What follows belongs to an exercise in optimizing a design on an open flow for small area and a short achievable clock period; a production flow would make more cautious choices.
At most, simulation tests tie the RTL to the original design; equivalence was not proved.
Only the layout flow was run in run 1; the RTL was not checked for function there.
Power figures rest on the tool's default switching activity, not on a simulated workload.

## flow/design.v (module list and top-level ports; edited modules follow where they fit)
// module DSP: 1800 lines
// module dsp_fa: 4 lines
// module dsp_ha: 4 lines
// module dsp_add18: 224 lines
// module dsp_add18_pg: 4 lines
module DSP(A, B, C, D, clk, rst_n, P);
  // ...
==> flow/flow/run.sh <==
#!/bin/bash
# The standard layout, with two changes to how it is made:
#  - the port buffers are plain sky130 buf_1 cells (the default pick is a slow delay cell),
#  - timing repair may swap cells across footprints (so it can resize those buffers).
set -euo pipefail
bash standard.sh "BUFFER_PORTS_ARGS=-buffer_cell sky130_fd_sc_hd__buf_1" MATCH_CELL_FOOTPRINT=0 finish > standard.log 2>&1
==> flow/standard.sh <==
#!/bin/bash
# synth_recipe.tcl (not shown) runs the flow's synth.tcl, then flattens the netlist and writes it again
# the make line also repeats each setting of config.mk as NAME=value (left out here)
make -C /OpenROAD-flow-scripts/flow DESIGN_CONFIG=/design/flow/config.mk WORK_HOME=/design/flow/orfs CLKGATE_MAP_FILE= SYNTH_SCRIPT=/design/flow/synth_recipe.tcl "${@:-finish}"
==> flow/config.mk <==
export PLATFORM = sky130hd
export DESIGN_NAME = DSP
export DESIGN_NICKNAME = DSP
export VERILOG_FILES = /design/flow/design.v
export SDC_FILE = /design/flow/constraint.sdc
export NUM_CORES = 4
export LEC_CHECK = 0
export CAP_MARGIN = 20
export CORE_MARGIN = 2
export CORE_UTILIZATION = 40
export CTS_BUF_LIST = sky130_fd_sc_hd__clkbuf_16
export CTS_CLUSTER_DIAMETER = 200
export CTS_CLUSTER_SIZE = 30
export SETUP_SLACK_MARGIN = 4.0
export SLEW_MARGIN = 20
export SYNTH_HIERARCHICAL = 1
==> flow/constraint.sdc <==
create_clock -name core_clock -period 7.0 [get_ports {clk}]
set_input_delay 1.4000 -clock core_clock [delete_from_list [all_inputs] [get_ports {clk}]]
set_output_delay 1.4000 -clock core_clock [all_outputs]
set_load 0.01 [all_outputs]
==> run summary, run 1 <==
worst setup margin=~4000 ps; mux share of post-synthesis cell area=less than 1%; routed wire length per instance=~18 um; Pint=0.005026 W; Max power group=combinational cells; max_slew headroom=roughly 46%; CP max stage cell=dfstp_4; core area=roughly 0.043 sq mm; fraction of area in multi-input gates=between 50% and 60%; final core utilization=between 40 and 50%; first-pass GRT wire length=61870 um; DR top layer=met4; CP bufs+invs=0; largest net degree at the start of global routing=around 140; Pwr Total=0.008715 W; Inverters, non-clock=57; Cell Area, Synth=approximately 0.018 sq mm; Syn Area/Cell=12.43 sq um; Final clock-cell share=1.895%; Reg2Reg Setup Slack=~4000 ps; Clk Latency, worst-skew pair=around 520 ps; Register Area=0.007114 sq mm; die area=between 0.04 and 0.05 sq mm; Comb. pwr=between 0.005 and 0.006 W; Biggest Area Class=multi-input combinational cells; CP top delay family=adder cells; drt pass-1 iters=5; number of synthesis warnings=7; met1 WL=16880 um; clock-pin slew on the worst setup and hold paths=120 ps; Cells after Synth=1414; status=timing/DRC/antenna clean; synthesis-stage register bit count=286; power share of the clock group=around 10%; Hold Path Sink=s2n[12]
==> run 2, diff against run 1 <==
--- a/flow/design.v
+++ b/flow/design.v
@@ -1780,27 +1780,27 @@
     z1[45] <= 1'b0;
     z1[46] <= 1'b0;
     z1[47] <= 1'b0;
   end
 end
 always @(posedge clk or negedge rst_n) begin
   if (!rst_n) begin
     s1n <= {18{1'b1}};
-    a1n <= {18{1'b1}};
-    ahn <= {18{1'b1}};
+    s2n <= {18{1'b1}};
+    s3n <= {18{1'b1}};
   end else begin
     s1n <= ~(sbd);
-    a1n <= ~A;
-    ahn <= a1n[17:13];
+    s2n <= s1n;
+    s3n <= s2n;
   end
 end
 always @(posedge clk) begin
-  s2n <= s1n;
-  s3n <= s2n;
+  a1n <= ~A;
+  ahn <= a1n[17:13];
 end
 endmodule
 module dsp_fa(input a, input b, input c, output s, output co);
 assign s = a ^ b ^ c;
 assign co = (a & b) | (a & c) | (b & c);
 endmodule
 module dsp_ha(input a, input b, output s, output co);
 assign s = a ^ b;
--- a/flow/config.mk
+++ b/flow/config.mk
@@ -5,12 +5,12 @@
 export SDC_FILE = /design/flow/constraint.sdc
 export NUM_CORES = 4
 export LEC_CHECK = 0
 export CAP_MARGIN = 20
 export CORE_MARGIN = 2
 export CORE_UTILIZATION = 40
 export CTS_BUF_LIST = sky130_fd_sc_hd__clkbuf_16
 export CTS_CLUSTER_DIAMETER = 200
-export CTS_CLUSTER_SIZE = 30
+export CTS_CLUSTER_SIZE = 24
 export SETUP_SLACK_MARGIN = 4.0
 export SLEW_MARGIN = 20
 export SYNTH_HIERARCHICAL = 1
==> run 2 against run 1 <==
Net effect:
- flip-flop and latch count stayed put
- still clean
- largest cell class unchanged
- sequential power about the same
- utilization is 0.060 points higher
- critical path type unchanged
- critical endpoint unchanged
- global-route usage decreased by 0.16 points
==> run summary, run 2 <==
status=timing/DRC/antenna clean (unchanged); Pwr Total=0.008833 W (was 0.008715 W); Layout area overhead=10.28% (was 10.40%); Setup Skew=18.88 ps (was 34.37 ps); Via density=4.963 (was 5.012); Setup Viol. Count Final=0 (unchanged); max_slew headroom=42.44% (was 46.33%); syn_nets=1881 (unchanged); Synth Flop Type=dfrtp_1 (unchanged); critical path class=reg2reg (unchanged); Post-DP HPWL=28580 um (was 28500 um); filler instances=4047 (was 3995); top-count cell post-synth=nor2_1 (unchanged); antenna-violating nets left=0 (unchanged); hold path depth=0 (unchanged); CP endpoint kind=register (unchanged); most used cell, CP=fa_1 (unchanged); drt pass-1 iters=4 (was 5); largest net degree at the start of global routing=91 (was 139); vias=10610 (was 10690); Leak=8.710 nW (was 8.668 nW); H-tree Lvls=1 (unchanged); routed wire length per instance=17.84 um (was 17.86 um); core area=0.04336 sq mm (was 0.04327 sq mm); Syn Area/Cell=12.49 sq um (was 12.43 sq um); Worst EP arrival=3330 ps (was 3390 ps); Synth top area share=32.98% (was 33.14%); commonest cells in the netlist=343 x nor2_1, 291 x fa_1, 209 x dfrtp_1, 72 x ha_1, 57 x inv_1 (unchanged); clock-pin slew on the worst setup and hold paths=100 ps (was 120 ps); Ports=152 (unchanged); die area=0.04585 sq mm (was 0.04564 sq mm); maxcap violations=0 (unchanged); biggest regs=P (48), z0 (39), y0 (30) (unchanged); Die X=214.1 um (was 213.6 um); Register Area=0.007179 sq mm (was 0.007114 sq mm); max FFs per register=48 (unchanged); min Tclk post-route=2965 ps (was 3017 ps); Post-DP Area=0.01883 sq mm (was 0.01873 sq mm); CTS tree=done (unchanged); area of the multi-input gates=0.01016 sq mm (about the same); Critical Path Source Type=register (unchanged); Clk Latency, worst-skew pair=510 ps (was 520 ps); first-pass GRT wire length=63560 um (was 61870 um); number of synthesis warnings=7 (unchanged); row cnt=76 (unchanged); Seq/Total Area, Yosys=40.25% (was 39.98%); Cell Area, Synth=0.01766 sq mm (was 0.01758 sq mm); FFs w/ async S/R, synth=91.96% (was 87.41%); cell type with the largest total area after synthesis=fa_1 (unchanged); initial antenna violation count=0 (unchanged); Final Instance Area=0.01948 sq mm (was 0.01941 sq mm); CTS Root Cell=clkbuf_16 (unchanged); final wirelength=38130 um (was 38100 um); Worst R2R Path Depth=5 (unchanged); RSZ-0062 raised after global routing=false (was true); number of synthesized flops with an enable pin=0 (unchanged); CP max stage cell=dfstp_4 (unchanged); violation count after the first detailed-route iteration=561 (was 707); Slew Limit Fails=0 (unchanged); worst-path cell chain=nor2_1, fa_1, fa_1, fa_1, fa_1 (unchanged); Max clock buf depth=3 (unchanged); synthesis-stage register bit count=286 (unchanged); Critical Path Fanout Max=14 (was 17); TritonCTS buffer count=15 (was 13); most frequent cells in the layout=343 x nor2_1, 280 x fa_1, 209 x dfrtp_1 (unchanged); hold crit path type=reg2reg (unchanged); Worst EP required=7370 ps (about the same); vias in the first global route=11870 (was 11610); Peak Freq=337.3 MHz (was 331.5 MHz); Antenna Cells=0 (unchanged); worst vdd ir=0.2069 mV (was 0.1622 mV); initial core utilization=40.73% (was 40.63%); PD cells=453.5 mW/mm^2 (was 449.0 mW/mm^2); port bufs=151 (unchanged); ratio of cells with drive above 1 in the final layout=9.343% (was 8.592%); TNS Setup=0 ps (unchanged); CTS Hold Bufs=0 (unchanged); CP bufs+invs=0 (unchanged); commonest non-fill, non-tap cell in the layout=nor2_1 (unchanged); die height=214.1 um (was 213.6 um); largest register by flop count=P (unchanged); Placer Congestion=0.8219 (was 0.8213); Cells after Synth=1414 (unchanged); synth unique cells=70 (unchanged); Layout Nets=2011 (was 2009); Worst path max stage delay=770 ps (was 790 ps); clock net sink count=286 (unchanged); CP top delay family=adder cells (unchanged); All-Layer GR Usage=17.22% (was 17.38%); drt drc=0 (unchanged); final hold vios=0 (unchanged); Tcrit/Tclk final=42.35% (was 43.10%); Remaining Overflow, GRT=0 (unchanged); CP Depth=5 (unchanged); Worst-Margin Slew=856.1 ps (was 798.3 ps); top cells by area, synth=fa_1 33%, dfrtp_1 30%, dfstp_2 8.0% (was fa_1 33%, dfrtp_1 30%, nor2_1 7.3%)
run 2: layout make-up:
class	count	area share (%)
Inverter	57	1.098
Multi-Input combinational cell	1010	52.16
Clock buffer	15	1.927
Sequential cell	286	36.86
Timing Repair Buffer	174	4.008
Clock inverter	10	0.1927
Tap cell	585	3.758
run 2: repair_timing:
action,in CTS,in global routing
buffers inserted,3,16
endpoints found under the hold margin,0,0
endpoints found under the setup margin,34,12
pin swaps,1,0
gates resized for setup,22,8
run 2: modules after synthesis (local to each module, per instance):
| module | flip-flops and latches | cells |
|---|---|---|
| DSP | 286 | 1002 |
| dsp_add18 | 0 | 88 |
| dsp_add18_pg | 0 | 18 |
| dsp_fa | 0 | 1 |
| dsp_ha | 0 | 1 |
run 2: path summary, 6_finish.rpt:
kind                       startpoint     end  slack (ps)
min reg2reg                   a1n[15]  ahn[2]         320
min in group asynchronous       rst_n   P[12]         980
max                            s2n[8]  y2[19]        4040
max reg2reg                    s2n[8]  y2[19]        4040
max in group asynchronous       rst_n   y0[0]        4650
min                           a1n[15]  ahn[2]         320
run 2: power by group:
group / leakage, nW / internal, W / switching, W
Combinational: 5.20 / 0.00233 / 0.00280
Clock: 0.234 / 0.000394 / 0.000516
Sequential: 3.28 / 0.00241 / 0.000382
Total: 8.71 / 0.00513 / 0.00370
run 2: per-stage QoR:
stage	cells	hold WS (ps)	util (%)	setup WS, ps
after CTS	2121	332.9	44.51	3979
after detailed placement	2093	316.8	43.42	3546
after global routing	2137	339.4	44.92	3963
after global placement	2093	309.8	43.42	3589
after floorplan	1414	309.6	-	3784
final	2137	322.4	44.92	4035
run 2: metal layers:
layer	vias to the layer above	GRT usage [%]	share of wire (%)
li1	4781	-	-
met1	5480	24.22	45
met2	292	28.30	48
met3	53	2.511	5.2
met4	0	4.329	1.9
met5	-	0	0
run 2: worst reg2reg max path: cells and delay by family (launching register included):
| kind | cells | cell delay (ps) |
|---|---|---|
| simple gates | 1 | 120 |
| flops | 1 | 770 |
| fa+ha+maj | 4 | 1960 |
run 2: cells by family (layout without fill, tap and decap cells):
family	count (synthesis)	count (layout)	synth area share, %
simple gates	444	444	10.38
fa+ha+maj	363	363	38.08
flops	286	286	40.25
compound gates	153	153	6.270
buf+inv	118	256	2.522
xor+xnor	49	49	2.430
mux	1	1	0.06375

[port drivers added, routing unchanged]
How much do the figures lean on ideal ports? The routed layouts below were timed once more, with nothing changed but the port constraints. Step 1 sets driving cells, clkbuf_16 on the clock port and buf_2 on the other inputs (assumed; they add their load-dependent delay and slew). Step 2, shift: input delay + t, output delay - t, t = (earliest + latest rising clock arrival at the registers) / 2. This alone moves slack from input paths to output paths. a / b / c = ideal / step 1 / step 2; a / b = the first two.
run	t, ns	slack for setup (ns)	worst hold slack (ns)	worst setup path after step 2	latest minus earliest clock arrival (ns)
run 1	0.549	3.983 / 3.983 / 3.609	0.352 / 0.352 / 0.352	input to register	0.037 / 0.037
run 2	0.548	4.035 / 4.035 / 3.563	0.322 / 0.322 / 0.322	input to register	0.018 / 0.019
After both steps setup and hold are still met in every run listed. For run 2, which loses most, drivers alone change the setup slack by 0.000 ns; drivers and shift together by -0.472 ns.
